Source: an optimization exercise on an open RTL-to-GDS flow (aim: small area). Production flows keep margins and buffers that such runs may drop. In this exercise RTL edits were held to simulation tests only and were not proved equivalent to the original. In runs 3 to 6 the design's own scripts or RTL, not TritonCTS, make the clock network. The clock port is modelled as an ideal driver, which makes a skipped or thinned clock tree look cheaper than it is; a real chip needs a root buffer or a tree. Power and IR drop assume default switching activity.

$ cat design/flow/config.mk
export PLATFORM = sky130hd
export DESIGN_NAME = intercepte
export DESIGN_NICKNAME = intercepte
export VERILOG_FILES = /design/flow/design.v
export SDC_FILE = /design/flow/constraint.sdc
export NUM_CORES = 4
export LEC_CHECK = 0
export CAP_MARGIN = 20
export CORE_MARGIN = 2
export CORE_UTILIZATION = 40
export SLEW_MARGIN = 20
$ cat design/flow/constraint.sdc
create_clock -name core_clock -period 20.0 [get_ports {clk50}]
set_input_delay 4.0000 -clock core_clock [delete_from_list [all_inputs] [get_ports {clk50}]]
set_output_delay 4.0000 -clock core_clock [all_outputs]
set_load 0.01 [all_outputs]
$ cat design/flow/design.v
module intercepte
(
input clk50, reset,
input start, pause, fire,
input [NCHV-1:0] ChvCode,
output LEDGameOver,
output LEDPause1, LEDPause2,
output reg [SZGR-1:0] SR_GR,
output reg [SZRD-1:0] SR_RD,
output [6:0] DscM,
output [6:0] DscC,
output [6:0] DscD,
output [6:0] DscU,
output [6:0] DcrD,
output [6:0] DcrU
);
parameter SZRD = 18;
parameter SZGR = 8;
parameter NCHV = 8;
function [6:0] seg7;
	input [3:0] v;
	seg7 = {(~v[3] & ~v[2] & ~v[1]) | (v[2] & v[1] & v[0]),
	        (~v[2] & v[1]) | (~v[3] & ~v[2] & v[0]) | (v[1] & v[0]),
	        (v[2] & ~v[1]) | v[0],
	        (v[2] & ~v[1] & ~v[0]) | (~v[3] & ~v[2] & ~v[1] & v[0]) | (v[2] & v[1] & v[0]),
	        ~v[2] & v[1] & ~v[0],
	        (v[2] & v[1] & ~v[0]) | (v[2] & ~v[1] & v[0]),
	        (~v[3] & ~v[2] & ~v[1] & v[0]) | (v[2] & ~v[1] & ~v[0])};
endfunction
reg [4:0] tx_s, ty;
wire [4:0] tx = tx_s ^ 5'd24;
wire tick = tx[4] & tx[3];
always @(posedge clk50 or negedge reset)
begin
	if (!reset)
	begin
		tx_s <= 5'd0;
		ty <= 5'd0;
	end
	else
	begin
		tx_s <= (tick ? 5'd0 : tx + 5'd1) ^ 5'd24;
		if (tick)
			ty <= (ty[4] & ty[1] & ty[0]) ? 5'd0 : ty + 5'd1;
	end
end
wire ev_gr = tick & ty[0];
wire ev_sc = tick & ~ty[0];
wire ev_rd = tick & ty[1] & ~ty[0];
wire ev_1  = tick & (ty[3:0] == 4'b1010);
reg [1:0] es;
always @(posedge clk50 or negedge reset)
	if (!reset)
		es <= 2'b00;
	else
		es <= {es[0], ~(es[0] | es[1])};
reg [6:0] pc_s;
wire [6:0] pc = ~pc_s;
wire p_idle = pc[6] & pc[5] & pc[4];
wire p_end  = pc[6] & pc[5] & pc[2] & ~pc[0];
wire stb_pause = ~p_idle;
always @(posedge clk50 or negedge reset)
	if (!reset)
		pc_s <= 7'h00;
	else if (p_end)
	begin
		if (pause)
			pc_s <= 7'h00;
	end
	else if (~p_idle | ~pause)
		pc_s <= ~(pc + 7'd1);
reg fh;
reg [5:0] fc_s;
wire [5:0] fc = ~fc_s;
wire f_idle = fc[5] & fc[4] & fc[3];
wire f_end  = fc[5] & fc[4] & fc[1] & ~fc[0];
wire stb_fire = ~fh & ~f_idle;
always @(posedge clk50 or negedge reset)
	if (!reset)
	begin
		fh <= 1'b0;
		fc_s <= 6'h00;
	end
	else if (f_end)
	begin
		fc_s <= 6'h00;
		fh <= ~fh;
	end
	else if (~f_idle | (fire == fh))
		fc_s <= ~(fc + 6'd1);
reg [2:0] sD_s;
reg [3:0] sU_s;
wire [2:0] sD = sD_s ^ 3'd5;
wire [3:0] sU = sU_s ^ 4'd9;
reg cf;
wire       u_bor = cf & (sU == 4'd0);
wire [3:0] cU = u_bor ? 4'd9 : sU - {3'b0, cf};
wire [2:0] cD = sD - {2'b0, u_bor};
wire cz = (sD == 3'd0) & (sU[3:1] == 3'd0) & (sU[0] == cf);
localparam S_I0 = 3'b000, S_I1 = 3'b001, S_JOG = 3'b011, S_PA = 3'b010,
           S_P1 = 3'b110, S_P2 = 3'b111, S_GO = 3'b101;
reg [2:0] st;
reg run;
always @(posedge clk50 or negedge reset)
	if (!reset)
	begin
		st <= S_I0;
		run <= 1'b0;
	end
	else
	begin
		run <= (st == S_JOG);
		case (st)
			S_I0: st <= start ? S_I0 : S_I1;
			S_I1: st <= S_JOG;
			S_JOG: st <= stb_pause ? S_PA : (cz ? S_GO : S_JOG);
			S_PA: st <= stb_pause ? S_PA : S_P1;
			S_P1: st <= stb_pause ? S_P2 : S_P1;
			S_P2: st <= stb_pause ? S_P2 : S_JOG;
			default: st <= S_GO;
		endcase
	end
assign LEDPause1 = run;
assign LEDPause2 = run;
assign LEDGameOver = st[2] & ~st[1] & ~run;
always @(posedge clk50 or negedge reset)
	if (!reset)
	begin
		sD_s <= 3'd0;
		sU_s <= 4'd0;
		cf <= 1'b0;
	end
	else if (ev_1)
	begin
		sD_s <= cD ^ 3'd5;
		sU_s <= cU ^ 4'd9;
		cf <= run & ~cz;
	end
assign DcrU = seg7(sU);
assign DcrD = seg7({1'b0, sD});
reg [3:0] rc;        
reg inv;
always @(posedge clk50 or negedge reset)
	if (!reset)
	begin
		SR_RD <= 18'b0;
		rc <= 4'd0;
		inv <= 1'b0;
	end
	else if (ev_rd & run)
	begin
		if (rc[3])
		begin
			rc <= 4'd0;
			inv <= ~inv;
		end
		else
		begin
			SR_RD <= {ChvCode[rc[2:0]] ^ inv, SR_RD[17:1]};
			rc <= rc + 4'd1;
		end
	end
always @(posedge clk50 or negedge reset)
	if (!reset)
		SR_GR <= 8'b0;
	else if (ev_gr & run)
		SR_GR <= {SR_GR[6:0], stb_fire};
reg pa, ps;          
wire hit  = SR_GR[7] & SR_RD[0];
wire miss = SR_GR[7] ^ SR_RD[0];
wire apply = es[1] & (tx[2] | tx[1]);
always @(posedge clk50 or negedge reset)
	if (!reset)
	begin
		pa <= 1'b0;
		ps <= 1'b0;
	end
	else
	begin
		pa <= (ev_sc & run & hit) | (pa & ~apply);
		ps <= (ev_sc & run & miss) | (ps & ~apply);
	end
function [2:0] inc5;
	input [2:0] m;
	inc5 = {~((~m[2] & m[1]) | (~m[0])), (~m[1]) | (m[2] & m[0]), (~m[2])};
endfunction
function [2:0] dec5;
	input [2:0] m;
	dec5 = {(~m[0]), ~((m[1] & m[0])), (~m[1] & m[0]) | (m[2])};
endfunction
function is0;
	input [2:0] m;
	is0 = (~m[2] & ~m[0]);
endfunction
function is4;
	input [2:0] m;
	is4 = (m[1] & ~m[0]);
endfunction
function [6:0] seg7q;
	input h;
	input [2:0] m;
	seg7q = {(~h & ~m[2] & ~m[0]) | (~h & ~m[2] & m[1]) | (h & ~m[1] & m[0]),
	         ~((h & m[1]) | (~m[0])),
	         ~((~h & ~m[1]) | (h & m[1] & m[0])),
	         (~h & m[1] & ~m[0]) | (~h & ~m[2] & m[1]) | (h & ~m[1] & m[0]),
	         (~h & ~m[1] & m[0]),
	         ~((~h) | (~m[1] & m[0]) | (m[2])),
	         ~((h) | (~m[1]) | (m[2] & m[0]))};
endfunction
function w_m3p;
	input [2:0] m;
	w_m3p = (~m[1] & m[0]);
endfunction
function w_m2p;
	input [2:0] m;
	w_m2p = (~m[1] & m[0]);
endfunction
function w_m1ge2;
	input [2:0] m;
	w_m1ge2 = (~m[1] & m[0]) | (m[2]);
endfunction
function w_m1e1;
	input [2:0] m;
	w_m1e1 = (m[0]);
endfunction
function w_m0ge3;
	input [2:0] m;
	w_m0ge3 = (m[2]);
endfunction
function w_m3n;
	input [2:0] m;
	w_m3n = (~m[2]);
endfunction
function w_m2n;
	input [2:0] m;
	w_m2n = (~m[2]);
endfunction
function w_m1n;
	input [2:0] m;
	w_m1n = (m[0]);
endfunction
function w_m0le1;
	input [2:0] m;
	w_m0le1 = ~((~m[1] & m[0]) | (m[2]));
endfunction
reg [2:0] sq;
reg h3, h2, h1, h0;
reg [2:0] m3, m2, m1, m0;
wire a_c2 = h1;
wire a_c3 = a_c2 & h2 & is4(m2);
wire a_cq = a_c3 & h3 & is4(m3);
wire b_1 = ~h0;
wire b_2 = b_1 & ~h1 & is0(m1);
wire b_3 = b_2 & ~h2 & is0(m2);
wire b_q = b_3 & ~h3 & is0(m3);
wire a_w = (sq == 3'd3) & w_m3p(m3) & h2 & w_m2p(m2) &
           (h1 | w_m1ge2(m1) | (w_m1e1(m1) & h0 & w_m0ge3(m0)));
wire m_w = (sq == 3'd4) & w_m3n(m3) & ~h2 & w_m2n(m2) & ~h1 & w_m1n(m1) &
           (~h0 | w_m0le1(m0));
wire       w_nz = ~is0(m0);
wire       w_c = h0 & w_nz;
reg        w_h1;
reg  [2:0] w_m1;
always @(*)
	case ({w_c, h1, m1})
		5'b0_0_011: {w_h1, w_m1} = {1'b0, 3'b001};
		5'b0_0_001: {w_h1, w_m1} = {1'b0, 3'b111};
		5'b0_0_111: {w_h1, w_m1} = {1'b0, 3'b110};
		5'b0_0_110: {w_h1, w_m1} = {1'b1, 3'b000};
		5'b0_1_000: {w_h1, w_m1} = {1'b1, 3'b011};
		5'b0_1_011: {w_h1, w_m1} = {1'b1, 3'b001};
		5'b1_0_011: {w_h1, w_m1} = {1'b0, 3'b111};
		5'b1_0_001: {w_h1, w_m1} = {1'b0, 3'b110};
		5'b1_0_111: {w_h1, w_m1} = {1'b1, 3'b000};
		5'b1_0_110: {w_h1, w_m1} = {1'b1, 3'b011};
		5'b1_1_000: {w_h1, w_m1} = {1'b1, 3'b001};
		5'b1_1_011: {w_h1, w_m1} = {1'b1, 3'b111};
		default: {w_h1, w_m1} = {1'b0, 3'b000};
	endcase
always @(posedge clk50 or negedge reset)
	if (!reset)
	begin
		sq <= 3'd0;
		{h3, h2, h1, h0} <= 4'b0;
		{m3, m2, m1, m0} <= {4{3'b000}};
	end
	else if (apply & pa)
	begin
		if (a_w)
		begin
			sq <= 3'd4;
			h3 <= 1'b1;
			h2 <= 1'b0;
			h1 <= w_h1; m1 <= w_m1;
			h0 <= h0 ^ w_nz;
			m0 <= dec5(m0);
		end
		else
		begin
			h1 <= ~h1;
			if (a_c2)
			begin
				m2 <= inc5(m2);
				if (is4(m2)) h2 <= ~h2;
			end
			if (a_c3)
			begin
				m3 <= inc5(m3);
				if (is4(m3)) h3 <= ~h3;
			end
			if (a_cq) sq <= sq + 3'd1;
		end
	end
	else if (apply & ps)
	begin
		if (m_w)
		begin
			sq <= 3'd3;
			h3 <= 1'b0;
			h2 <= 1'b1;
			h1 <= 1'b1; m1 <= 3'b011;
			m0 <= inc5(m0);
			if (is4(m0)) h0 <= 1'b1;
		end
		else
		begin
			h0 <= ~h0;
			if (b_1)
			begin
				m1 <= dec5(m1);
				if (is0(m1)) h1 <= ~h1;
			end
			if (b_2)
			begin
				m2 <= dec5(m2);
				if (is0(m2)) h2 <= ~h2;
			end
			if (b_3)
			begin
				m3 <= dec5(m3);
				if (is0(m3)) h3 <= ~h3;
			end
			if (b_q) sq <= sq - 3'd1;
		end
	end
wire inr = (sq == 3'd0);
wire big = ~sq[2] & ~inr;
wire [2:0] m_clamp = big ? 3'b110 : 3'b000;
assign DscM = seg7q(inr ? h3 : big, inr ? m3 : m_clamp);
assign DscC = seg7q(inr ? h2 : big, inr ? m2 : m_clamp);
assign DscD = seg7q(inr ? h1 : big, inr ? m1 : m_clamp);
assign DscU = seg7q(inr ? h0 : big, inr ? m0 : m_clamp);
endmodule
$ cat design/flow/flow/run.sh
#!/bin/bash
# ORFS layout through the standard.sh, with:
#  - synthesis: ORFS's script without the full-adder extraction and with an area-oriented
#    ABC script (registers are untouched: same passes, flattening and names);
#  - the smallest buffer (buf_1) on the ports;
#  - a clock tree of clkbuf_8 without dummy loads.
set -euo pipefail
here=$(pwd)
export ADDER_MAP_FILE=
export AREA_ABC_SCRIPT=$here/flow/area.abc
export BUFFER_PORTS_ARGS="-buffer_cell sky130_fd_sc_hd__buf_1"
export CTS_ARGS="-sink_clustering_enable -repair_clock_nets -buf_list sky130_fd_sc_hd__clkbuf_8 -dont_use_dummy_load"
bash standard.sh SYNTH_SCRIPT=$here/flow/synth.tcl synth > synth.log 2>&1
bash standard.sh SYNTH_SCRIPT=$here/flow/synth.tcl finish > layout.log 2>&1
$ cat design/flow/flow/area.abc
&get -n
&st
&deepsyn -T 60
&put
strash
dch -f
if -K 4 -a
mfs2 -a
strash
dch -f
amap
topo
$ cat design/flow/flow/synth.tcl
# ORFS synthesis as synth_recipe.tcl runs it (no fsm/share passes, flattened, function nets
# renamed), with an area-oriented ABC script in place of ORFS's.
proc synth {args} { yosys synth -nofsm -noshare {*}$args }
proc abc {args} {
  set i [lsearch $args -script]
  if {$i >= 0} { lset args [expr {$i + 1}] $::env(AREA_ABC_SCRIPT) }
  yosys abc {*}$args
}
source $::env(SCRIPTS_DIR)/synth.tcl
# left out here: clear keep_hierarchy, flatten, clean up, hide names made inside functions, write 1_2_yosys.v
$ cat design/flow/standard.sh
#!/bin/bash
# synth_recipe.tcl (not shown) runs the flow's synth.tcl, then flattens the netlist and writes it again
# the make line also repeats each setting of config.mk as NAME=value (left out here)
make -C /OpenROAD-flow-scripts/flow DESIGN_CONFIG=/design/flow/config.mk WORK_HOME=/design/flow/orfs CLKGATE_MAP_FILE= SYNTH_SCRIPT=/design/flow/synth_recipe.tcl "${@:-finish}"
==> impl_metrics.csv, run 1 <==
group,metric,value,unit
critical_path,critPathTopFamily,"buffers and inverters",
global_route,grt_start_max_net_pins,52,
timing,finalSetupViolCount,0,
critical_path,path_buf_inv,3,
timing,rsz0062_at_grt,"no",
global_route,grt_pass1_wl,16.3,mm
finish,antennaDiodeCount,0,
critical_path,regToRegSetupSlack,16330,ps
timing,timing.hold.ws,384,ps
critical_path,endpoint_kind,"primary output",
route,drc,0,
floorplanning,die_height,108,um
floorplanning,die_area,11700,um2
clocking,clk_pin_slew_worst_paths,80,ps
clocking,root_buffer,"clkbuf_8",
critical_path,rr_startpoint,"tx_s[2]$_DFF_PN0_",
min_path,worstHoldEndpoint,"es[1]$_DFF_PN0_",
outcome,status,"finished clean",
power,p_sw,0.000112,W
power,pwr-share-clk,0.246,
timing,finalHoldViolCount,0,
critical_path,crit_type,"reg2out",
timing,tightest_slew,647,ps
critical_path,worstPathRequired,16000,ps
run,cap_violations,0,
route,num_vias,3923,
power,swShare,0.290,
clocking,clock_latency,350,ps
timing,fin_skew,17.2,ps
synth,synth_seq_area_share,0.518,
clocking,cts_tree,"yes",
global_route,grt_pass1_vias,3587,
global_route,grt_use_total,0.174,
timing,period_share,0.352,
power,p_comb_frac,0.173,
finish,nets,602,
synth,netlist_instances,494,
placed_design,dp_hpwl,7.35,mm
route,firstDrtPassIters,5,
timing,final.min_clock_period,7050,ps
synth,synth-warning-count,1,
clocking,clockBufferDepth,2,
global_route,grt-ovfl-total,0,
placed_design,port_buffers,83,
timing,tns,0,ps
critical_path,rr_worst_depth,15,
synth,synth-seq-cells,90,
power,leakage,2.11,nW
timing,slew_headroom,0.558,
floorplanning,row_count,38,
critical_path,critPathMaxFanout,13,
route,wirelength,9.84,mm
critical_path,arrival,3050,ps
floorplanning,die_w,108,um
synth,synth_fp_nets,507,
critical_path,worstPathCellList,"nor2_1, clkinv_1, nor2_1, clkinv_1, a2111oi_0, a21o_1, buf_1",
power,power_frac_seq,0.580,
critical_path,slowest_delay,610,ps
power,p_per_area,77.5,nW/um2
critical_path,reg2reg_to,"sq[2]$_DFFE_PN0P_",
clocking,hold_buffers,0,
clocking,htreeDepth,3,
power,intPower,0.000274,W
min_path,min-delay-path-class,"reg2reg",
placed_design,place_congestion,0.895,
critical_path,crit_start,"sq[1]$_DFFE_PN0P_",
floorplanning,start_util,0.405,
route,drt_iter0_drc,249,
synth,synth.avg_cell_area,8.81,um2
clocking,cts.sinks,90,
critical_path,critPathSlowestCell,"a2111oi_0",
clocking,numCtsBuffers,9,
min_path,hold-path-cell-count,0,
global_route,grt_antenna_before_repair,0,
power,peakVddDrop,0.0507,mV
min_path,min-delay-start,"es[0]$_DFF_PN0_",
floorplanning,core_area,10700,um2
route,ant_nets,0,
floorplanning,pin_count,84,
clocking,cts_setup_buffers,0,
synth,syn-cell-area,4350,um2
timing,max_freq,0.142,GHz
finish,drive_gt1_frac,0.0204,
synth,synth.distinct_cells,43,
route,wl_per_cell,13.5,um
synth,ys_async_sr_fraction,1.00,
critical_path,cp-start-kind,"register",
finish,area_growth,14.3,%
timing,drv_slew,0,
clocking,cts-resized-gates,0,
route,avgViaCountPerCell,5.40,
synth,synthFlopType,"dfrtp_1",
synth,synth_edf_count,0,
-- power groups by stage --
| stage | clock [W] | sequential, W | combinational, W |
|---|---|---|---|
| 5_1_grt | 0.000107 | 0.000227 | 0.0000796 |
| 3_3_place_gp | 0 | 0.000227 | 0.0000662 |
| 6_report | 0.0000949 | 0.000224 | 0.0000668 |
| 4_1_cts | 0.0000994 | 0.000224 | 0.0000686 |
| 3_5_place_dp | 0 | 0.000227 | 0.0000688 |
| 2_1_floorplan | 0 | 0.000226 | 0.0000466 |
-- registers in the layout, indices dropped and copies added, names as in the netlist, 4 cells and up --
register and count:
fc_s 6, sU_s 4, SR_RD 18, SR_GR 8, ty 5, pc_s 7, rc 4, tx_s 5
-- stage by stage --
step	setup slack (ps)	std cells	util	power, W	cell area [um2]
global placement	13460	718	0.451	0.000293	4850
floorplan	13700	494	-	0.000273	4350
detailed placement	13350	718	0.451	0.000296	4850
finish	12950	727	0.463	0.000385	4970
CTS	12930	727	0.463	0.000392	4970
global route	12680	727	0.463	0.000414	4970
-- area by class of cell --
type / instances / area, um2
fill: 1083 / 5770
sequential: 90 / 2250
multi-input combinational: 337 / 1840
timing repair buffer: 85 / 330
inverter: 66 / 248
tap: 140 / 175
clock buffer: 9 / 124
-- Yosys cell counts, types with 2 or more instances --
master      n  area, um2
a31oi_1     4       25.0
and2_0      2       12.5
dfrtp_1    90       2250
a311oi_1    2       17.5
nor2b_1     3       18.8
a21oi_1    21        105
a22oi_1     5       37.5
a221oi_1    2       17.5
a311o_1     2       20.0
a21o_1      2       15.0
nand2_1    46        173
o21ai_0    36        180
or3_1       5       31.3
nor3_1     22        110
nor2_1     87        327
clkinv_1   66        248
o21bai_1    2       15.0
nand3_1     7       35.0
o211ai_1    2       15.0
a31o_1      2       17.5
o22a_1     29        254
o22ai_1    11       68.8
o21a_1      7       52.6
o32ai_1     4       35.0
o41ai_1     2       17.5
a2111oi_0   3       26.3
nor4_1      7       43.8
or2_0       6       37.5
o221ai_1    2       17.5
o31ai_1     2       15.0
-- kinds of logic after synthesis --
kind of cell	Yosys count	synth area share
compound gates	149	0.238
flops	90	0.518
buf+inv	67	0.0587
simple gates	188	0.186
-- how the worst max path moves through the flow --
stage                     slack (ps)       to  cells past startpoint
after floorplan                13700  DscU[3]                      6
after global placement         13460  DscU[3]                      7
after detailed placement       13350  DscU[3]                      7
after CTS                      12930  DscU[3]                      7
after global routing           12680  DscU[3]                      7
final                          12950  DscU[3]                      7
-- per-layer routing --
metal	routed length, um	vias up	global-route usage	part of all wire
met4	166	0	0.0751	0.017
met5	0	-	0	0
met3	505	16	0.0253	0.051
met1	4560	1839	0.231	0.46
li1	-	1951	-	-
met2	4610	117	0.285	0.47
-- layout by cell type (no fill, tap or decap), types with 2 or more instances in the layout --
cell       synthesis  final
o22a_1            29     29
o21ai_0           36     36
o211ai_1           2      2
a22oi_1            5      5
o21bai_1           2      2
o31ai_1            2      2
a221oi_1           2      2
o21a_1             7      7
dfrtp_1           90     90
and2_0             2      2
buf_1              0     82
nor4_1             7      7
a311o_1            2      2
or2_0              6      6
buf_4              1      2
nand2_1           46     46
a2111oi_0          3      3
o41ai_1            2      2
a31o_1             2      2
a31oi_1            4      4
or3_1              5      5
nor3_1            22     22
o22ai_1           11     11
nor2b_1            3      3
nand3_1            7      7
a311oi_1           2      2
a21oi_1           21     21
clkbuf_8           0      9
o32ai_1            4      4
o221ai_1           2      2
nor2_1            87     87
clkinv_1          66     66
a21o_1             2      2
==> run 2, diff against run 1 <==
--- a/design/flow/design.v
+++ b/design/flow/design.v
@@ -29,2 +29,66 @@
 endfunction
+function [2:0] inc5;
+	input [2:0] m;
+	inc5 = {~((~m[2] & m[1]) | (~m[0])), (~m[1]) | (m[2] & m[0]), (~m[2])};
+endfunction
+function [2:0] dec5;
+	input [2:0] m;
+	dec5 = {(~m[0]), ~((m[1] & m[0])), (~m[1] & m[0]) | (m[2])};
+endfunction
+function is0;
+	input [2:0] m;
+	is0 = (~m[2] & ~m[0]);
+endfunction
+function is4;
+	input [2:0] m;
+	is4 = (m[1] & ~m[0]);
+endfunction
+function [6:0] seg7q;
+	input h;
+	input [2:0] m;
+	seg7q = {(~h & ~m[2] & ~m[0]) | (~h & ~m[2] & m[1]) | (h & ~m[1] & m[0]),
+	         ~((h & m[1]) | (~m[0])),
+	         ~((~h & ~m[1]) | (h & m[1] & m[0])),
+	         (~h & m[1] & ~m[0]) | (~h & ~m[2] & m[1]) | (h & ~m[1] & m[0]),
+	         (~h & ~m[1] & m[0]),
+	         ~((~h) | (~m[1] & m[0]) | (m[2])),
+	         ~((h) | (~m[1]) | (m[2] & m[0]))};
+endfunction
+function w_m3p;
+	input [2:0] m;
+	w_m3p = (~m[1] & m[0]);
+endfunction
+function w_m2p;
+	input [2:0] m;
+	w_m2p = (~m[1] & m[0]);
+endfunction
+function w_m1ge2;
+	input [2:0] m;
+	w_m1ge2 = (~m[1] & m[0]) | (m[2]);
+endfunction
+function w_m1e1;
+	input [2:0] m;
+	w_m1e1 = (m[0]);
+endfunction
+function w_m0ge3;
+	input [2:0] m;
+	w_m0ge3 = (m[2]);
+endfunction
+function w_m3n;
+	input [2:0] m;
+	w_m3n = (~m[2]);
+endfunction
+function w_m2n;
+	input [2:0] m;
+	w_m2n = (~m[2]);
+endfunction
+function w_m1n;
+	input [2:0] m;
+	w_m1n = (m[0]);
+endfunction
+function w_m0le1;
+	input [2:0] m;
+	w_m0le1 = ~((~m[1] & m[0]) | (m[2]));
+endfunction
+localparam [2:0] M1 = 3'b011, M4 = 3'b110;
 reg [4:0] tx_s, ty;
@@ -91,12 +155,15 @@
 reg [2:0] sD_s;
-reg [3:0] sU_s;
+reg uh_s;
+reg [2:0] um_s;
 wire [2:0] sD = sD_s ^ 3'd5;
-wire [3:0] sU = sU_s ^ 4'd9;
+wire uh = ~uh_s;
+wire [2:0] um = um_s ^ M4;
 reg cf;
-wire       u_bor = cf & (sU == 4'd0);
-wire [3:0] cU = u_bor ? 4'd9 : sU - {3'b0, cf};
+wire       u_bor = cf & ~uh & is0(um);
+wire [2:0] cum = cf ? dec5(um) : um;
+wire       cuh = uh ^ (cf & is0(um));
 wire [2:0] cD = sD - {2'b0, u_bor};
-wire cz = (sD == 3'd0) & (sU[3:1] == 3'd0) & (sU[0] == cf);
-localparam S_I0 = 3'b000, S_I1 = 3'b001, S_JOG = 3'b011, S_PA = 3'b010,
-           S_P1 = 3'b110, S_P2 = 3'b111, S_GO = 3'b101;
+wire cz = (sD == 3'd0) & ~uh & (cf ? (um == M1) : is0(um));
+localparam S_I0 = 3'b000, S_I1 = 3'b001, S_JOG = 3'b110, S_PA = 3'b111,
+           S_P1 = 3'b010, S_P2 = 3'b011, S_GO = 3'b100;
 reg [2:0] st;
@@ -129,3 +196,4 @@
 		sD_s <= 3'd0;
-		sU_s <= 4'd0;
+		uh_s <= 1'b0;
+		um_s <= 3'd0;
 		cf <= 1'b0;
@@ -135,6 +203,7 @@
 		sD_s <= cD ^ 3'd5;
-		sU_s <= cU ^ 4'd9;
+		uh_s <= ~cuh;
+		um_s <= cum ^ M4;
 		cf <= run & ~cz;
 	end
-assign DcrU = seg7(sU);
+assign DcrU = seg7q(uh, um);
 assign DcrD = seg7({1'b0, sD});
@@ -182,65 +251,2 @@
 	end
-function [2:0] inc5;
-	input [2:0] m;
-	inc5 = {~((~m[2] & m[1]) | (~m[0])), (~m[1]) | (m[2] & m[0]), (~m[2])};
-endfunction
-function [2:0] dec5;
-	input [2:0] m;
-	dec5 = {(~m[0]), ~((m[1] & m[0])), (~m[1] & m[0]) | (m[2])};
-endfunction
-function is0;
-	input [2:0] m;
-	is0 = (~m[2] & ~m[0]);
-endfunction
-function is4;
-	input [2:0] m;
-	is4 = (m[1] & ~m[0]);
-endfunction
-function [6:0] seg7q;
-	input h;
-	input [2:0] m;
-	seg7q = {(~h & ~m[2] & ~m[0]) | (~h & ~m[2] & m[1]) | (h & ~m[1] & m[0]),
-	         ~((h & m[1]) | (~m[0])),
-	         ~((~h & ~m[1]) | (h & m[1] & m[0])),
-	         (~h & m[1] & ~m[0]) | (~h & ~m[2] & m[1]) | (h & ~m[1] & m[0]),
-	         (~h & ~m[1] & m[0]),
-	         ~((~h) | (~m[1] & m[0]) | (m[2])),
-	         ~((h) | (~m[1]) | (m[2] & m[0]))};
-endfunction
-function w_m3p;
-	input [2:0] m;
-	w_m3p = (~m[1] & m[0]);
-endfunction
-function w_m2p;
-	input [2:0] m;
-	w_m2p = (~m[1] & m[0]);
-endfunction
-function w_m1ge2;
-	input [2:0] m;
-	w_m1ge2 = (~m[1] & m[0]) | (m[2]);
-endfunction
-function w_m1e1;
-	input [2:0] m;
-	w_m1e1 = (m[0]);
-endfunction
-function w_m0ge3;
-	input [2:0] m;
-	w_m0ge3 = (m[2]);
-endfunction
-function w_m3n;
-	input [2:0] m;
-	w_m3n = (~m[2]);
-endfunction
-function w_m2n;
-	input [2:0] m;
-	w_m2n = (~m[2]);
-endfunction
-function w_m1n;
-	input [2:0] m;
-	w_m1n = (m[0]);
-endfunction
-function w_m0le1;
-	input [2:0] m;
-	w_m0le1 = ~((~m[1] & m[0]) | (m[2]));
-endfunction
 reg [2:0] sq;
--- a/design/flow/flow/run.sh
+++ b/design/flow/flow/run.sh
@@ -5,3 +5,3 @@
 #  - the smallest buffer (buf_1) on the ports;
-#  - a clock tree of clkbuf_8 without dummy loads.
+#  - a small two-level clock tree (clock_tree.tcl, in place of TritonCTS's tree).
 set -euo pipefail
@@ -11,3 +11,3 @@
 export BUFFER_PORTS_ARGS="-buffer_cell sky130_fd_sc_hd__buf_1"
-export CTS_ARGS="-sink_clustering_enable -repair_clock_nets -buf_list sky130_fd_sc_hd__clkbuf_8 -dont_use_dummy_load"
+export PRE_CTS_TCL=$here/flow/clock_tree.tcl
 bash standard.sh SYNTH_SCRIPT=$here/flow/synth.tcl synth > synth.log 2>&1
==> design/flow/flow/clock_tree.tcl (new file) <==
# Clock tree in place of TritonCTS (sourced by ORFS's cts.tcl as PRE_CTS_TCL): the clock
# port drives one root buffer, which drives a few leaf buffers, each feeding a cluster of
# nearby flip-flops (balanced k-means on the flip-flop positions). Every flip-flop is two
# buffers from the port. Leaves whose flip-flops would see a slow clock edge are upsized.
proc build_clock_tree {root_master leaf_master nleaf} {
  set block [ord::get_db_block]
  set db [ord::get_db]
  set pnet [$block findNet clk50]
  $pnet setSigType CLOCK
  set sinks {}
  foreach it [$pnet getITerms] {
    set bb [[$it getInst] getBBox]
    lappend sinks [list $it [expr {([$bb xMin] + [$bb xMax]) / 2.0}] [expr {([$bb yMin] + [$bb yMax]) / 2.0}]]
  }
  set n [llength $sinks]
  # k-means, seeded with sinks spread along the x-sorted order
  set sorted [lsort -real -index 1 $sinks]
  set cent {}
  for {set k 0} {$k < $nleaf} {incr k} {
    set s [lindex $sorted [expr {int(($k + 0.5) * $n / $nleaf)}]]
    lappend cent [list [lindex $s 1] [lindex $s 2]]
  }
  set cap [expr {int(ceil(double($n) / $nleaf)) + 1}]
  for {set iter 0} {$iter < 30} {incr iter} {
    # balanced assignment: each sink to its nearest centre with room left
    set pairs {}
    foreach s $sinks {
      set k 0
      foreach c $cent {
        set d [expr {abs([lindex $s 1] - [lindex $c 0]) + abs([lindex $s 2] - [lindex $c 1])}]
        lappend pairs [list $d [lindex $s 0] $k [lindex $s 1] [lindex $s 2]]
        incr k
      }
    }
    set pairs [lsort -real -index 0 $pairs]
    array unset taken; array unset cnt; array unset grp
    for {set k 0} {$k < $nleaf} {incr k} { set cnt($k) 0; set grp($k) {} }
    foreach p $pairs {
      set it [lindex $p 1]; set k [lindex $p 2]
      if {[info exists taken($it)] || $cnt($k) >= $cap} { continue }
      set taken($it) 1; incr cnt($k)
      lappend grp($k) [list $it [lindex $p 3] [lindex $p 4]]
    }
    set newcent {}
    for {set k 0} {$k < $nleaf} {incr k} {
      set sx 0; set sy 0
      foreach s $grp($k) { set sx [expr {$sx + [lindex $s 1]}]; set sy [expr {$sy + [lindex $s 2]}] }
      set m [llength $grp($k)]
      if {$m == 0} { lappend newcent [lindex $cent $k] } else { lappend newcent [list [expr {$sx / $m}] [expr {$sy / $m}]] }
    }
    set cent $newcent
  }
  set root [odb::dbInst_create $block [$db findMaster $root_master] clkbuf_root]
  set rnet [odb::dbNet_create $block clknet_root]
  $rnet setSigType CLOCK
  [$root findITerm A] connect $pnet
  [$root findITerm X] connect $rnet
  set rx 0; set ry 0
  for {set k 0} {$k < $nleaf} {incr k} {
    set leaf [odb::dbInst_create $block [$db findMaster $leaf_master] clkbuf_leaf_$k]
    set lnet [odb::dbNet_create $block clknet_leaf_$k]
    $lnet setSigType CLOCK
    foreach s $grp($k) { set it [lindex $s 0]; $it disconnect; $it connect $lnet }
    [$leaf findITerm A] connect $rnet
    [$leaf findITerm X] connect $lnet
    set c [lindex $cent $k]
    $leaf setLocation [expr {int([lindex $c 0])}] [expr {int([lindex $c 1])}]
    $leaf setPlacementStatus PLACED
    set rx [expr {$rx + [lindex $c 0]}]; set ry [expr {$ry + [lindex $c 1]}]
    puts "clock leaf $k: [llength $grp($k)] flip-flops"
  }
  $root setLocation [expr {int($rx / $nleaf)}] [expr {int($ry / $nleaf)}]
  $root setPlacementStatus PLACED
}

proc clock_slew_at_sinks {net} {
  set worst 0
  foreach it [$net getITerms] {
    if {[$it isOutputSignal]} { continue }
    set pin [get_pins [[$it getInst] getName]/[[$it getMTerm] getName]]
    foreach e {rise fall} {
      set s [get_property $pin slew_max_$e]
      if {$s > $worst} { set worst $s }
    }
  }
  return $worst
}

# root buffer, leaf buffer, number of leaves; slew limits (ns, placement estimate) above
# which a leaf (at its flip-flops) or the root (at the leaves) is upsized
set clock_tree_root sky130_fd_sc_hd__clkbuf_4
set clock_tree_leaf sky130_fd_sc_hd__clkbuf_8
set clock_tree_leaves 5
set clock_tree_leaf_slew 0.120
set clock_tree_root_slew 0.300

proc clock_tree_synthesis {args} {
  puts "clock_tree_synthesis $args: replaced by the flow's own clock tree"
  build_clock_tree $::clock_tree_root $::clock_tree_leaf $::clock_tree_leaves
  set block [ord::get_db_block]
  set_propagated_clock [all_clocks]
  set sizes {sky130_fd_sc_hd__clkbuf_2 sky130_fd_sc_hd__clkbuf_4 sky130_fd_sc_hd__clkbuf_8 sky130_fd_sc_hd__clkbuf_16}
  for {set pass 0} {$pass < 4} {incr pass} {
    estimate_parasitics -placement
    set changed 0
    foreach name [concat [list clkbuf_root] [lmap k [lsort -integer [lmap i [get_cells clkbuf_leaf_*] {lindex [split [get_name $i] _] end}]] {set x clkbuf_leaf_$k}]] {
      set inst [$block findInst $name]
      set net [[$inst findITerm X] getNet]
      set s [clock_slew_at_sinks $net]
      set m [[$inst getMaster] getName]
      set i [lsearch $sizes $m]
      set limit [expr {$name eq "clkbuf_root" ? $::clock_tree_root_slew : $::clock_tree_leaf_slew}]
      if {$s > $limit && $i >= 0 && $i < [llength $sizes] - 1} {
        puts "clock tree: $name ($m) sinks see [format %.3f $s] ns, upsizing"
        replace_cell [get_cells $name] [lindex $sizes [expr {$i + 1}]]
        set changed 1
      }
    }
    if {!$changed} { break }
  }
  estimate_parasitics -placement
  foreach name [concat clkbuf_root [lmap i [get_cells clkbuf_leaf_*] {get_name $i}]] {
    set inst [$block findInst $name]
    puts "clock tree: $name [[$inst getMaster] getName] slew [format %.3f [clock_slew_at_sinks [[$inst findITerm X] getNet]]] ns"
  }
}
==> impl_metrics.csv, run 2 <==
group,metric,value,unit
outcome,status,"aborted with a tool error",
outcome,haltStage,"4_1_cts",
outcome,error,"Error: cts.tcl, 36 can't read \"::clock_tree_root\": no such variable",
synth,netlist_instances,505,
synth,yosysTopAreaCellShare,0.516,
synth,synthFlopType,"dfrtp_1",
synth,synth.distinct_cells,39,
floorplanning,pin_count,84,
placed_design,place_congestion,0.874,
synth,synth_fp_nets,518,
synth,synth-seq-cells,90,
synth,synthTopCellsByCount,"97 x nor2_1, 90 x dfrtp_1, 79 x clkinv_1, 36 x nand2_1, 36 x o21ai_0",
floorplanning,start_util,0.406,
synth,synth.largest_area_cell,"dfrtp_1",
synth,synth-warning-count,1,
floorplanning,row_count,38,
synth,synth_most_common_cell,"nor2_1",
placed_design,dp_hpwl,7.43,mm
synth,synth.avg_cell_area,8.64,um2
synth,syn-cell-area,4360,um2
synth,ys_async_sr_fraction,1.00,
synth,synth_edf_count,0,
floorplanning,die_w,108,um
synth,synth_seq_area_share,0.516,
floorplanning,die_height,108,um
placed_design,dp.cells,730,
placed_design,port_buffers,83,
synth,synth_area_leaders,"dfrtp_1 52%, nor2_1 8.3%, clkinv_1 6.8%",
placed_design,placed_cell_area,4870,um2
## run 2: cell types whose count changed after synthesis, sizes merged, moves of 3 or more
cell and delta:
clkinv +13, nand2 -10, nor2 +10, o22a -3
o22ai +7, or3 -4
## run 2: worst min-delay path by stage
stage                         start         endpoint  slack (ps)  cells after the start
floorplan           es[0]$_DFF_PN0_  es[1]$_DFF_PN0_         350                      0
global placement    es[0]$_DFF_PN0_  es[1]$_DFF_PN0_         360                      0
detailed placement  es[0]$_DFF_PN0_  es[1]$_DFF_PN0_         370                      0
## run 2: cell families after synthesis
family                 share of synthesized area
buffers and inverters                     0.0697
and+or+nand+nor                            0.183
AOI/OAI and AO/OA                          0.231
DFF                                        0.516
## run 2: power by group through the flow
| stage | combinational [W] | sequential [W] | clock, W |
|---|---|---|---|
| floorplan | 0.0000478 | 0.000229 | 0 |
| global placement | 0.0000677 | 0.000229 | 0 |
| detailed placement | 0.0000707 | 0.000230 | 0 |
## run 2: stage by stage
step	worst slack, ps	total power [W]
after detailed placement	13680	0.000301
after global placement	13780	0.000297
after floorplan	13820	0.000277
==> run 3, diff against run 2 <==
--- a/design/flow/design.v
+++ b/design/flow/design.v
@@ -120,6 +120,11 @@
 		es <= {es[0], ~(es[0] | es[1])};
-reg [6:0] pc_s;
-wire [6:0] pc = ~pc_s;
-wire p_idle = pc[6] & pc[5] & pc[4];
-wire p_end  = pc[6] & pc[5] & pc[2] & ~pc[0];
+function [6:0] p_step;
+	input [6:0] x;
+	p_step = {x[5:0], x[6] ^ x[5]};
+endfunction
+localparam [6:0] P_START = 7'h01;
+localparam [6:0] P_END = 7'h3b;        
+reg [6:0] pc;
+wire p_idle = ~|pc;
+wire p_end  = (pc == P_END);
 wire stb_pause = ~p_idle;
@@ -127,3 +132,8 @@
 	if (!reset)
-		pc_s <= 7'h00;
+		pc <= 7'h00;
+	else if (p_idle)
+	begin
+		if (~pause)
+			pc <= P_START;
+	end
 	else if (p_end)
@@ -131,11 +141,16 @@
 		if (pause)
-			pc_s <= 7'h00;
+			pc <= 7'h00;
 	end
-	else if (~p_idle | ~pause)
-		pc_s <= ~(pc + 7'd1);
+	else
+		pc <= p_step(pc);
+function [5:0] f_step;
+	input [5:0] x;
+	f_step = {x[4:0], x[5] ^ x[4]};
+endfunction
+localparam [5:0] F_START = 6'h01;
+localparam [5:0] F_END = 6'h35;        
 reg fh;
-reg [5:0] fc_s;
-wire [5:0] fc = ~fc_s;
-wire f_idle = fc[5] & fc[4] & fc[3];
-wire f_end  = fc[5] & fc[4] & fc[1] & ~fc[0];
+reg [5:0] fc;
+wire f_idle = ~|fc;
+wire f_end  = (fc == F_END);
 wire stb_fire = ~fh & ~f_idle;
@@ -145,3 +160,3 @@
 		fh <= 1'b0;
-		fc_s <= 6'h00;
+		fc <= 6'h00;
 	end
@@ -149,7 +164,12 @@
 	begin
-		fc_s <= 6'h00;
+		fc <= 6'h00;
 		fh <= ~fh;
 	end
-	else if (~f_idle | (fire == fh))
-		fc_s <= ~(fc + 6'd1);
+	else if (f_idle)
+	begin
+		if (fire == fh)
+			fc <= F_START;
+	end
+	else
+		fc <= f_step(fc);
 reg [2:0] sD_s;
@@ -159,3 +179,3 @@
 wire uh = ~uh_s;
-wire [2:0] um = um_s ^ M4;
+wire [2:0] um = um_s;
 reg cf;
@@ -197,3 +217,3 @@
 		uh_s <= 1'b0;
-		um_s <= 3'd0;
+		um_s <= M4;
 		cf <= 1'b0;
@@ -204,3 +224,3 @@
 		uh_s <= ~cuh;
-		um_s <= cum ^ M4;
+		um_s <= cum;
 		cf <= run & ~cz;
--- a/design/flow/flow/clock_tree.tcl
+++ b/design/flow/flow/clock_tree.tcl
@@ -90,7 +90,7 @@
 # which a leaf (at its flip-flops) or the root (at the leaves) is upsized
-set clock_tree_root sky130_fd_sc_hd__clkbuf_4
-set clock_tree_leaf sky130_fd_sc_hd__clkbuf_8
-set clock_tree_leaves 5
-set clock_tree_leaf_slew 0.120
-set clock_tree_root_slew 0.300
+set ::clock_tree_root sky130_fd_sc_hd__clkbuf_4
+set ::clock_tree_leaf sky130_fd_sc_hd__clkbuf_4
+set ::clock_tree_leaves 8
+set ::clock_tree_leaf_slew 0.110
+set ::clock_tree_root_slew 0.300
 
==> impl_metrics.csv, run 3 <==
group,metric,value,unit
floorplanning,start_util,0.412,
critical_path,worstPathCellList,"nor2_1, clkinv_1, nor2_1, clkinv_1, a21oi_1, nor2b_1, buf_1",
timing,worst_slack,13200,ps
finish,final_cell_mix,"88 x dfrtp_1, 82 x buf_1, 76 x nor2_1, 70 x clkinv_1, 37 x o21ai_0",
global_route,grt-ovfl-total,0,
route,ant_nets,0,
min_path,hold-path-cell-count,0,
synth,yosysTopAreaCellShare,0.518,
synth,synth.distinct_cells,36,
synth,synth_edf_count,0,
synth,synth-warning-count,1,
power,p_per_area,63.4,nW/um2
power,leakage,2.02,nW
critical_path,regToRegSetupSlack,16770,ps
critical_path,slowest_delay,430,ps
critical_path,crit_type,"reg2out",
critical_path,worstPathRequired,16000,ps
floorplanning,die_height,107,um
critical_path,endpoint_kind,"primary output",
global_route,grt_use_total,0.168,
timing,max_freq,0.147,GHz
timing,fin_skew,33.5,ps
critical_path,critPathSlowestCell,"dfrtp_1",
synth,synth_area_leaders,"dfrtp_1 52%, nor2_1 6.7%, clkinv_1 6.2%",
run,cap_violations,0,
placed_design,place_ws,13700,ps
route,firstDrtPassIters,4,
clocking,clk_pin_slew_worst_paths,100,ps
synth,synthTopCellsByCount,"88 x dfrtp_1, 76 x nor2_1, 70 x clkinv_1, 37 x o21ai_0",
global_route,grt_pass1_wl,16.5,mm
critical_path,arrival,2800,ps
placed_design,place_congestion,0.891,
finish,multi_input_area,1720,um2
floorplanning,die_w,107,um
finish,drive_gt1_frac,0.0248,
power,total_power,0.000307,W
floorplanning,pin_count,84,
route,wl_per_cell,13.9,um
timing,slew_headroom,0.473,
timing,tightest_slew,783,ps
synth,syn-cell-area,4250,um2
placed_design,port_buffers,83,
critical_path,rr_startpoint,"m2[0]$_DFFE_PN0P_",
finish,regArea,2250,um2
clocking,clock_latency,450,ps
timing,finalSetupViolCount,0,
finish,fillers,1020,
min_path,min-delay-path-class,"reg2reg",
critical_path,cp-start-kind,"register",
clocking,cts_setup_buffers,0,
timing,rsz0062_at_grt,"no",
route,avgViaCountPerCell,5.50,
finish,nets,580,
clocking,cts-resized-gates,0,
min_path,worstHoldEndpoint,"es[1]$_DFF_PN0_",
synth,synth_most_common_cell,"dfrtp_1",
min_path,min-delay-start,"es[0]$_DFF_PN0_",
timing,final.min_clock_period,6800,ps
power,peakVddDrop,0.0471,mV
placed_design,dp_hpwl,7.24,mm
route,num_vias,3864,
finish,layout_commonest_cell,"dfrtp_1",
outcome,status,"finished clean",
finish,area_growth,13.9,%
finish,largest_register_ffs,18,
route,drc,0,
global_route,grt_pass1_vias,3625,
finish,top_register,"SR_RD",
route,wirelength,9.78,mm
critical_path,reg2reg_to,"sq[2]$_DFFE_PN0P_",
synth,synth.largest_area_cell,"dfrtp_1",
global_route,grt_start_max_net_pins,58,
synth,ys_async_sr_fraction,1.00,
timing,tns,0,ps
synth,synth_fp_nets,487,
timing,finalHoldViolCount,0,
floorplanning,row_count,37,
critical_path,rr_worst_depth,17,
route,drt_iter0_drc,261,
synth,synthFlopType,"dfrtp_1",
floorplanning,die_area,11500,um2
global_route,grt_antenna_before_repair,0,
synth,synth_seq_area_share,0.530,
clocking,hold_buffers,0,
timing,drv_slew,0,
floorplanning,core_area,10300,um2
synth,netlist_instances,474,
finish,largest_registers,"SR_RD (18), SR_GR (8), pc (7)",
finish,fin_util,0.469,
synth,synth-seq-cells,90,
timing,timing.hold.ws,381,ps
critical_path,critPathMaxFanout,10,
synth,synth.avg_cell_area,8.97,um2
timing,period_share,0.340,
run 3: cell count changes after synthesis, sizes merged, moves of 4 or more:
cell / before / now
nor2: 97 / 76
clkinv: 79 / 70
nand2: 36 / 28
o22ai: 18 / 10
nor3: 24 / 17
nor2b: 1 / 7
a21oi: 21 / 26
a31oi: 5 / 10
a211oi: 2 / 6
a22oi: 7 / 3
run 3: critical path: cells and delay by family (launching register included):
| kind | cells | cell delay (ps) |
|---|---|---|
| compound gates | 1 | 270 |
| buf+inv | 3 | 790 |
| flops | 1 | 430 |
| simple gates | 3 | 850 |
run 3: through the flow:
step / std cells / area, um2
floorplan: 474 / 4250
global placement: 692 / 4740
detailed placement: 692 / 4740
CTS: 701 / 4840
global route: 701 / 4840
finish: 702 / 4850
run 3: layer usage:
| layer | track usage | routed length [um] | up-vias |
|---|---|---|---|
| met5 | 0 | 0 | - |
| met1 | 0.222 | 4350 | 1861 |
| li1 | - | - | 1890 |
| met2 | 0.295 | 4770 | 97 |
| met4 | 0.0315 | 154 | 0 |
| met3 | 0.0237 | 504 | 16 |
run 3: layout make-up:
cell class                 count  share of cell area
tap                          136              0.0351
antenna                        1            0.000516
timing repair buffer          85              0.0682
buffer                         9              0.0217
sequential                    90               0.465
multi-input combinational    311               0.355
inverter                      70              0.0542
run 3: where the power goes:
part / total [W] / leakage [nW] / switching, W / internal, W
Sequential: 0.000197 / 1.18 / 0.00000616 / 0.000191
Combinational: 0.0000215 / 0.783 / 0.0000141 / 0.00000743
Clock: 0.0000885 / 0.0569 / 0.0000550 / 0.0000335
Total: 0.000307 / 2.02 / 0.0000752 / 0.000232
run 3: cells by family after synthesis:
| logic type | Yosys count | share of synthesized area |
|---|---|---|
| and+or+nand+nor | 162 | 0.170 |
| AOI/OAI and AO/OA | 149 | 0.234 |
| DFF | 90 | 0.530 |
| buffers and inverters | 73 | 0.0653 |
run 3: worst max path at each step:
| stage | from | endpoint | slack (ps) | depth (start not counted) |
|---|---|---|---|---|
| finish | sq[0]$_DFFE_PN0P_ | DscD[2] | 13200 | 7 |
| global route | sq[0]$_DFFE_PN0P_ | DscD[2] | 12860 | 7 |
| CTS | sq[0]$_DFFE_PN0P_ | DscD[2] | 13160 | 7 |
| detailed placement | sq[0]$_DFFE_PN0P_ | DscD[2] | 13700 | 7 |
| global placement | sq[0]$_DFFE_PN0P_ | DscD[2] | 13850 | 7 |
| floorplan | sq[0]$_DFFE_PN0P_ | DscD[2] | 14120 | 6 |
==> run 4, diff against run 3 <==
--- a/design/flow/flow/clock_tree.tcl
+++ b/design/flow/flow/clock_tree.tcl
@@ -92,3 +92,3 @@
 set ::clock_tree_leaf sky130_fd_sc_hd__clkbuf_4
-set ::clock_tree_leaves 8
+set ::clock_tree_leaves 6
 set ::clock_tree_leaf_slew 0.110
--- a/design/flow/config.mk
+++ b/design/flow/config.mk
@@ -9,3 +9,4 @@
 export CORE_MARGIN = 2
-export CORE_UTILIZATION = 40
+export CORE_UTILIZATION = 70
+export PLACE_DENSITY = 0.8
 export SLEW_MARGIN = 20
==> impl_metrics.csv, run 4 <==
group,metric,value,unit
critical_path,cp-start-kind,"register",
clocking,clock_latency,410,ps
critical_path,endpoint_kind,"primary output",
finish,nets,577,
synth,syn-cell-area,4250,um2
synth,yosysTopAreaCellShare,0.518,
placed_design,place_congestion,0.964,
synth,netlist_instances,474,
finish,design_area,4750,um2
power,p_per_area,63.7,nW/um2
clocking,clk_pin_slew_worst_paths,100,ps
finish,largest_registers,"SR_RD (18), SR_GR (8), pc (7)",
floorplanning,start_util,0.723,
critical_path,crit_type,"reg2out",
timing,rsz0062_at_grt,"no",
finish,final_cell_mix,"88 x dfrtp_1, 82 x buf_1, 75 x nor2_1, 70 x clkinv_1, 37 x o21ai_0",
finish,drive_gt1_frac,0.0214,
finish,top_register,"SR_RD",
synth,ys_async_sr_fraction,1.00,
power,leakage,2.01,nW
route,wl_per_cell,15.4,um
global_route,grt_antenna_before_repair,0,
timing,max_freq,0.145,GHz
route,num_vias,3956,
timing,finalSetupViolCount,0,
synth,synthFlopType,"dfrtp_1",
clocking,cts_setup_buffers,0,
global_route,grt_pass1_wl,15.3,mm
run,cap_violations,0,
clocking,cts-resized-gates,0,
timing,period_share,0.345,
outcome,status,"finished clean",
synth,synth.distinct_cells,36,
route,drt_iter0_drc,358,
timing,tightest_slew,767,ps
synth,synth_most_common_cell,"dfrtp_1",
critical_path,slowest_delay,440,ps
synth,synth_fp_nets,487,
route,firstDrtPassIters,5,
synth,synth-seq-cells,90,
critical_path,worstPathCellList,"nor2_1, clkinv_1, nor2_1, clkinv_1, a21oi_1, nor2b_1, buf_1",
synth,synthTopCellsByCount,"88 x dfrtp_1, 76 x nor2_1, 70 x clkinv_1, 37 x o21ai_0",
critical_path,critPathSlowestCell,"nor2_1",
min_path,min-delay-path-class,"reg2reg",
floorplanning,pin_count,84,
critical_path,arrival,2890,ps
floorplanning,die_height,81.9,um
global_route,grt_use_total,0.284,
global_route,grt_start_max_net_pins,48,
finish,antennaDiodeCount,0,
floorplanning,core_area,5890,um2
timing,final.min_clock_period,6890,ps
finish,area_growth,11.6,%
synth,synth-warning-count,1,
finish,layout_commonest_cell,"dfrtp_1",
route,ant_nets,0,
synth,synth_area_leaders,"dfrtp_1 52%, nor2_1 6.7%, clkinv_1 6.2%",
route,drc,0,
finish,largest_register_ffs,18,
global_route,grt-ovfl-total,0,
placed_design,port_buffers,83,
critical_path,critPathMaxFanout,10,
power,peakVddDrop,0.0659,mV
route,avgViaCountPerCell,6.21,
critical_path,worstPathRequired,16000,ps
floorplanning,die_w,81.9,um
timing,timing.hold.ws,398,ps
clocking,hold_buffers,0,
timing,finalHoldViolCount,0,
synth,synth.avg_cell_area,8.97,um2
floorplanning,row_count,28,
placed_design,placed_cell_area,4650,um2
timing,slew_headroom,0.488,
timing,drv_slew,0,
synth,synth_edf_count,0,
timing,tns,0,ps
route,wirelength,9.80,mm
synth,synth_seq_area_share,0.530,
global_route,grt_pass1_vias,3454,
placed_design,dp_hpwl,7.13,mm
floorplanning,die_area,6710,um2
synth,synth.largest_area_cell,"dfrtp_1",
timing,fin_skew,9.72,ps
-- run 4: cell counts after synthesis --
No cell type changed its count.
-- run 4: critical path, delay by kind of cell (launching register included) --
| family | cells | cell delay [ps] |
|---|---|---|
| AOI/OAI and AO/OA | 1 | 270 |
| and+or+nand+nor | 3 | 920 |
| buffers and inverters | 3 | 850 |
| DFF | 1 | 430 |
-- run 4: path summary, 6_finish.rpt --
check | slack, ps | from | cells past startpoint | to
max | 13110 | sq[0]$_DFFE_PN0P_ | 7 | DscD[2]
min | 400 | es[0]$_DFF_PN0_ | 0 | es[1]$_DFF_PN0_
max reg2reg | 16660 | m2[0]$_DFFE_PN0P_ | 17 | sq[2]$_DFFE_PN0P_
min reg2reg | 400 | es[0]$_DFF_PN0_ | 0 | es[1]$_DFF_PN0_
max in group asynchronous | 15370 | reset | 2 | fc[0]$_DFFE_PN0P_
min in group asynchronous | 3620 | reset | 1 | m3[0]$_DFFE_PN0P_
-- run 4: final cells by class --
type / instances / area, um2
Sequential cell: 90 / 2250
Multi-Input combinational cell: 311 / 1720
Fill cell: 400 / 1140
Timing Repair Buffer: 84 / 323
Inverter: 70 / 263
Tap cell: 75 / 93.8
Buffer: 7 / 90.1
-- run 4: layer usage --
metal / track usage / share of wire
met1: 0.387 / 0.41
met2: 0.486 / 0.50
met3: 0.0286 / 0.071
met4: 0.0800 / 0.022
met5: 0 / 0
-- run 4: cells by family (layout without fill, tap and decap cells) --
family	count (synthesis)	count (layout)	synth area share
buffers and inverters	73	161	0.0653
DFF	90	90	0.530
and+or+nand+nor	162	162	0.170
AOI/OAI and AO/OA	149	149	0.234
-- run 4: report_power, final --
| group | internal (W) | total, W | leakage, nW | switching (W) |
|---|---|---|---|---|
| Sequential | 0.000191 | 0.000197 | 1.18 | 0.00000600 |
| Combinational | 0.00000744 | 0.0000214 | 0.777 | 0.0000140 |
| Clock | 0.0000293 | 0.0000839 | 0.0477 | 0.0000545 |
-- run 4: through the flow --
step / std cells / total power (W) / setup WS, ps / util
finish: 637 / 0.000302 / 13110 / 0.807
global route: 637 / 0.000314 / 12860 / 0.807
CTS: 637 / 0.000304 / 13180 / 0.806
detailed placement: 630 / 0.000222 / 13630 / 0.791
global placement: 630 / 0.000221 / 13940 / 0.791
floorplan: 474 / 0.000213 / 14120 / -
==> run 5, diff against run 4 <==
--- a/design/flow/flow/clock_tree.tcl
+++ b/design/flow/flow/clock_tree.tcl
@@ -91,5 +91,5 @@
 set ::clock_tree_root sky130_fd_sc_hd__clkbuf_4
-set ::clock_tree_leaf sky130_fd_sc_hd__clkbuf_4
-set ::clock_tree_leaves 6
-set ::clock_tree_leaf_slew 0.110
+set ::clock_tree_leaf sky130_fd_sc_hd__clkbuf_8
+set ::clock_tree_leaves 5
+set ::clock_tree_leaf_slew 0.120
 set ::clock_tree_root_slew 0.300
==> impl_metrics.csv, run 5 <==
group,metric,value,unit
finish,regArea,2250,um2
route,wl_per_cell,15.4,um
critical_path,worstPathRequired,16000,ps
clocking,cts-resized-gates,0,
route,firstDrtPassIters,5,
finish,multi_input_area,1740,um2
timing,tightest_slew,786,ps
critical_path,endpoint_kind,"primary output",
power,p_per_area,62.4,nW/um2
timing,finalSetupViolCount,0,
min_path,hold-path-cell-count,0,
critical_path,slowest_delay,530,ps
synth,synth-warning-count,1,
synth,synth.largest_area_cell,"dfrtp_1",
global_route,grt_antenna_before_repair,0,
critical_path,worstPathCellList,"clkinv_1, nand3_1, o31ai_1, a2111oi_0, or2_0, buf_1",
timing,finalHoldViolCount,0,
clocking,hold_buffers,0,
critical_path,critPathTopFamily,"compound AO/OA/AOI/OAI gates",
finish,largest_register_ffs,18,
synth,yosysTopAreaCellShare,0.517,
route,avgViaCountPerCell,6.20,
floorplanning,core_area,5890,um2
synth,ys_async_sr_fraction,1.00,
route,drt_iter0_drc,318,
floorplanning,die_area,6720,um2
clocking,clock_latency,410,ps
synth,synthFlopType,"dfrtp_1",
finish,finalNonFillerCells,637,
clocking,clk_pin_slew_worst_paths,120,ps
floorplanning,die_height,82,um
run,cap_violations,0,
synth,synth-seq-cells,90,
critical_path,arrival,2320,ps
global_route,grt_pass1_vias,3538,
min_path,min-delay-path-class,"reg2reg",
power,peakVddDrop,0.0762,mV
global_route,grt_start_max_net_pins,91,
timing,rsz0062_at_grt,"no",
floorplanning,die_w,82,um
floorplanning,row_count,28,
critical_path,path_buf_inv,2,
synth,synth_fp_nets,487,
finish,top_register,"SR_RD",
power,leakage,2.01,nW
timing,slew_headroom,0.476,
synth,syn-cell-area,4260,um2
finish,layout_commonest_cell,"dfrtp_1",
timing,final.min_clock_period,6320,ps
synth,synth_area_leaders,"dfrtp_1 52%, nor2_1 6.7%, clkinv_1 5.8%",
finish,nets,577,
placed_design,dp_hpwl,7.17,mm
timing,period_share,0.316,
synth,synth_edf_count,0,
synth,synth.distinct_cells,39,
synth,synthTopCellsByCount,"88 x dfrtp_1, 76 x nor2_1, 66 x clkinv_1, 35 x o21ai_0, 31 x nand2_1",
critical_path,regToRegSetupSlack,16270,ps
route,ant_nets,0,
critical_path,critPathSlowestCell,"a2111oi_0",
finish,drive_gt1_frac,0.0196,
finish,largest_registers,"SR_RD (18), SR_GR (8), pc (7)",
floorplanning,pin_count,84,
global_route,grt_pass1_wl,15.8,mm
critical_path,cp-start-kind,"register",
floorplanning,start_util,0.724,
critical_path,critPathMaxFanout,12,
placed_design,dp.cells,631,
synth,synth_most_common_cell,"dfrtp_1",
route,wirelength,9.78,mm
global_route,grt_use_total,0.293,
synth,netlist_instances,474,
finish,fillers,379,
critical_path,path_depth,6,
timing,fin_skew,13.7,ps
timing,tns,0,ps
timing,drv_slew,0,
finish,final_cell_mix,"88 x dfrtp_1, 82 x buf_1, 76 x nor2_1, 66 x clkinv_1, 35 x o21ai_0",
route,drc,0,
clocking,cts_setup_buffers,0,
placed_design,place_congestion,0.960,
synth,synth.avg_cell_area,8.99,um2
placed_design,port_buffers,83,
outcome,status,"finished clean",
synth,synth_seq_area_share,0.529,
finish,area_growth,11.5,%
route,num_vias,3950,
critical_path,crit_type,"reg2out",
critical_path,rr_worst_depth,19,
global_route,grt-ovfl-total,0,
timing,max_freq,0.158,GHz
finish,antennaDiodeCount,0,
==> run 5: path summary, 6_finish.rpt <==
check,from,end
worst max-delay path,sq[0]$_DFFE_PN0P_,DscM[3]
worst min-delay path,fc[1]$_DFFE_PN0P_,fc[2]$_DFFE_PN0P_
worst max register to register,sq[2]$_DFFE_PN0P_,sq[2]$_DFFE_PN0P_
worst min register to register,fc[1]$_DFFE_PN0P_,fc[2]$_DFFE_PN0P_
max in group asynchronous,reset,SR_RD[3]$_DFFE_PN0P_
min in group asynchronous,reset,m2[1]$_DFFE_PN0P_
==> run 5: report_power, final <==
part	switching (W)	internal, W
logic	0.0000146	0.00000739
registers	0.00000566	0.000191
clock network	0.0000523	0.0000250
==> run 5: area by class of cell <==
cell class              instances  area share
inverters                      66      0.0522
multi-input cells             315       0.367
well taps                      75      0.0198
flip-flops and latches         90       0.475
repair buffers                 85      0.0704
plain buffers                   6      0.0161
==> run 5: cells by family (layout without fill, tap and decap cells) <==
kind of cell / Yosys count / in the layout / synth area share
AND/OR/NAND/NOR: 176 / 176 / 0.186
flip-flops: 90 / 90 / 0.529
AO/OA/AOI/OAI: 139 / 139 / 0.223
buffers and inverters: 69 / 157 / 0.0617
==> run 5: metrics by stage <==
| stage | setup slack, ps | util | total power, W | hold WS [ps] | instance area [um2] |
|---|---|---|---|---|---|
| 2_1_floorplan | 14130 | - | 0.000213 | 355 | 4260 |
| 3_3_place_gp | 14340 | 0.793 | 0.000221 | 349 | 4670 |
| 3_5_place_dp | 14120 | 0.793 | 0.000222 | 355 | 4670 |
| 4_1_cts | 13650 | 0.806 | 0.000297 | 380 | 4740 |
| 5_1_grt | 13290 | 0.807 | 0.000308 | 393 | 4750 |
| 6_report | 13680 | 0.807 | 0.000296 | 376 | 4750 |
==> run 5: metal layers <==
layer	part of all wire	track usage	vias to the layer above
li1	-	-	1887
met1	0.42	0.410	1839
met2	0.48	0.481	192
met3	0.069	0.0330	32
met4	0.031	0.100	0
met5	0	0	-
==> run 6, diff against run 5 <==
--- a/design/flow/config.mk
+++ b/design/flow/config.mk
@@ -9,4 +9,3 @@
 export CORE_MARGIN = 2
-export CORE_UTILIZATION = 70
-export PLACE_DENSITY = 0.8
+export CORE_UTILIZATION = 40
 export SLEW_MARGIN = 20
==> impl_metrics.csv, run 6 <==
group,metric,value,unit
timing,slew_headroom,0.362,
route,firstDrtPassIters,4,
synth,synth.largest_area_cell,"dfrtp_1",
finish,nets,577,
power,total_power,0.000307,W
synth,synth.distinct_cells,39,
global_route,grt_use_total,0.167,
min_path,min-delay-path-class,"reg2reg",
timing,worst_slack,13760,ps
synth,synthFlopType,"dfrtp_1",
floorplanning,die_height,107,um
finish,drive_gt1_frac,0.0196,
critical_path,worstPathRequired,16000,ps
floorplanning,start_util,0.413,
floorplanning,die_area,11500,um2
synth,syn-cell-area,4260,um2
route,ant_nets,0,
critical_path,crit_type,"reg2out",
power,p_per_area,63.5,nW/um2
finish,finalNonFillerCells,698,
timing,fin_skew,28.3,ps
clocking,cts-resized-gates,0,
timing,finalHoldViolCount,0,
placed_design,dp_hpwl,7.16,mm
critical_path,endpoint_kind,"primary output",
run,cap_violations,0,
synth,yosysTopAreaCellShare,0.517,
route,wl_per_cell,13.9,um
synth,synth_fp_nets,487,
route,num_vias,3784,
synth,synth_area_leaders,"dfrtp_1 52%, nor2_1 6.7%, clkinv_1 5.8%",
timing,tns,0,ps
finish,layout_commonest_cell,"dfrtp_1",
global_route,grt-ovfl-total,0,
clocking,hold_buffers,0,
critical_path,critPathSlowestCell,"a2111oi_0",
route,wirelength,9.70,mm
outcome,status,"finished clean",
critical_path,critPathMaxFanout,12,
finish,largest_register_ffs,18,
timing,tightest_slew,956,ps
synth,synthTopCellsByCount,"88 x dfrtp_1, 76 x nor2_1, 66 x clkinv_1, 35 x o21ai_0, 31 x nand2_1",
placed_design,port_buffers,83,
finish,final_cell_mix,"88 x dfrtp_1, 82 x buf_1, 76 x nor2_1, 66 x clkinv_1, 35 x o21ai_0",
placed_design,place_ws,14240,ps
critical_path,cp-start-kind,"register",
critical_path,arrival,2240,ps
power,leakage,2.02,nW
floorplanning,core_area,10300,um2
clocking,clk_pin_slew_worst_paths,110,ps
synth,ys_async_sr_fraction,1.00,
floorplanning,pin_count,84,
timing,final.min_clock_period,6240,ps
synth,netlist_instances,474,
critical_path,worstPathCellList,"clkinv_1, nand3_1, o31ai_1, a2111oi_0, or2_0, buf_1",
synth,synth.avg_cell_area,8.99,um2
global_route,grt_antenna_before_repair,0,
timing,max_freq,0.160,GHz
floorplanning,row_count,37,
route,avgViaCountPerCell,5.42,
timing,finalSetupViolCount,0,
power,peakVddDrop,0.0499,mV
finish,top_register,"SR_RD",
route,drt_iter0_drc,219,
clocking,clock_latency,430,ps
global_route,grt_pass1_wl,16.2,mm
finish,area_growth,13.7,%
timing,drv_slew,0,
synth,synth_seq_area_share,0.529,
route,drc,0,
critical_path,path_buf_inv,2,
timing,period_share,0.312,
timing,rsz0062_at_grt,"no",
synth,synth-seq-cells,90,
critical_path,critPathTopFamily,"compound AO/OA/AOI/OAI gates",
finish,antennaDiodeCount,0,
critical_path,slowest_delay,460,ps
clocking,cts_setup_buffers,0,
global_route,grt_pass1_vias,3358,
synth,synth_most_common_cell,"dfrtp_1",
synth,synth-warning-count,1,
placed_design,place_congestion,0.912,
floorplanning,die_w,107,um
global_route,grt_start_max_net_pins,78,
finish,largest_registers,"SR_RD (18), SR_GR (8), pc (7)",
synth,synth_edf_count,0,
placed_design,dp.cells,692,
## run 6: cell counts after synthesis
Identical to the previous run, type by type.
## run 6: stage by stage
step	instance area [um2]	utilization	hold WS [ps]
detailed placement	4740	0.460	355
global placement	4740	0.460	349
global route	4840	0.469	402
CTS	4840	0.469	382
floorplan	4260	-	355
finish	4840	0.469	381
## run 6: layout make-up
class	instances	area [um2]
Sequential cell	90	2250
Buffer	6	98.8
Timing Repair Buffer	85	330
Multi-Input combinational cell	315	1740
Inverter	66	248
Fill cell	997	5480
Tap cell	136	170
## run 6: path summary, 6_finish.rpt
check	from	endpoint	slack, ps	cells past startpoint
setup / recovery	sq[0]$_DFFE_PN0P_	DscM[3]	13760	6
hold / removal	fc[3]$_DFFE_PN0P_	fc[4]$_DFFE_PN0P_	380	0
setup reg to reg	sq[2]$_DFFE_PN0P_	sq[2]$_DFFE_PN0P_	16440	19
hold reg to reg	fc[3]$_DFFE_PN0P_	fc[4]$_DFFE_PN0P_	380	0
max in group asynchronous	reset	rc[1]$_DFFE_PN0P_	15340	2
min in group asynchronous	reset	sD_s[1]$_DFFE_PN0P_	3430	1
## run 6: power breakdown
group	total (W)	internal [W]	switching (W)
Sequential	0.000197	0.000191	0.00000568
Clock	0.0000894	0.0000336	0.0000558
Combinational	0.0000212	0.00000732	0.0000139
Total	0.000307	0.000232	0.0000753
## run 6: worst reg2reg max path: cells and delay by family (launching register included)
family,cells,cell delay [ps]
buffers and inverters,3,480
AO/OA/AOI/OAI,5,850
AND/OR/NAND/NOR,11,1640
flip-flops,1,480
## run 6: cells by family after synthesis
family                 Yosys count  synth area share
AO/OA/AOI/OAI                  139             0.223
flip-flops                      90             0.529
AND/OR/NAND/NOR                176             0.186
buffers and inverters           69            0.0617
## run 6: layer usage
metal	vias up	track usage	part of all wire	wire (um)
li1	1903	-	-	-
met1	1770	0.252	0.48	4660
met2	99	0.268	0.45	4400
met3	12	0.0134	0.048	466
met4	0	0.0250	0.018	177
met5	-	0	0	0

static timing again, ports no longer ideal:
The results above use ideal ports. As a check the final layouts listed here were re-extracted and re-timed, cells and wires unchanged.
Step 1: set_driving_cell puts a clkbuf_16 on clk50 and a buf_2 on each other input, an assumption about the parent block.
Step 2, shift: input delay + t, output delay - t, t = (earliest + latest rising clock arrival at the registers) / 2. This alone moves slack from input paths to output paths.
Three values: no drivers, after step 1, after step 2; two values: the first two.
run | shift t [ns] | setup WS [ns] | worst setup path after step 2
run 1 | 0.370 | 12.953 / 12.920 / 13.290 | register to output
run 3 | 0.463 | 13.202 / 13.173 / 13.636 | register to output
run 4 | 0.432 | 13.109 / 13.083 / 13.515 | register to output
run 5 | 0.436 | 13.678 / 13.649 / 14.085 | register to output
run 6 | 0.450 | 13.761 / 13.732 / 14.182 | register to output
After both steps setup and hold are still met in every run listed.
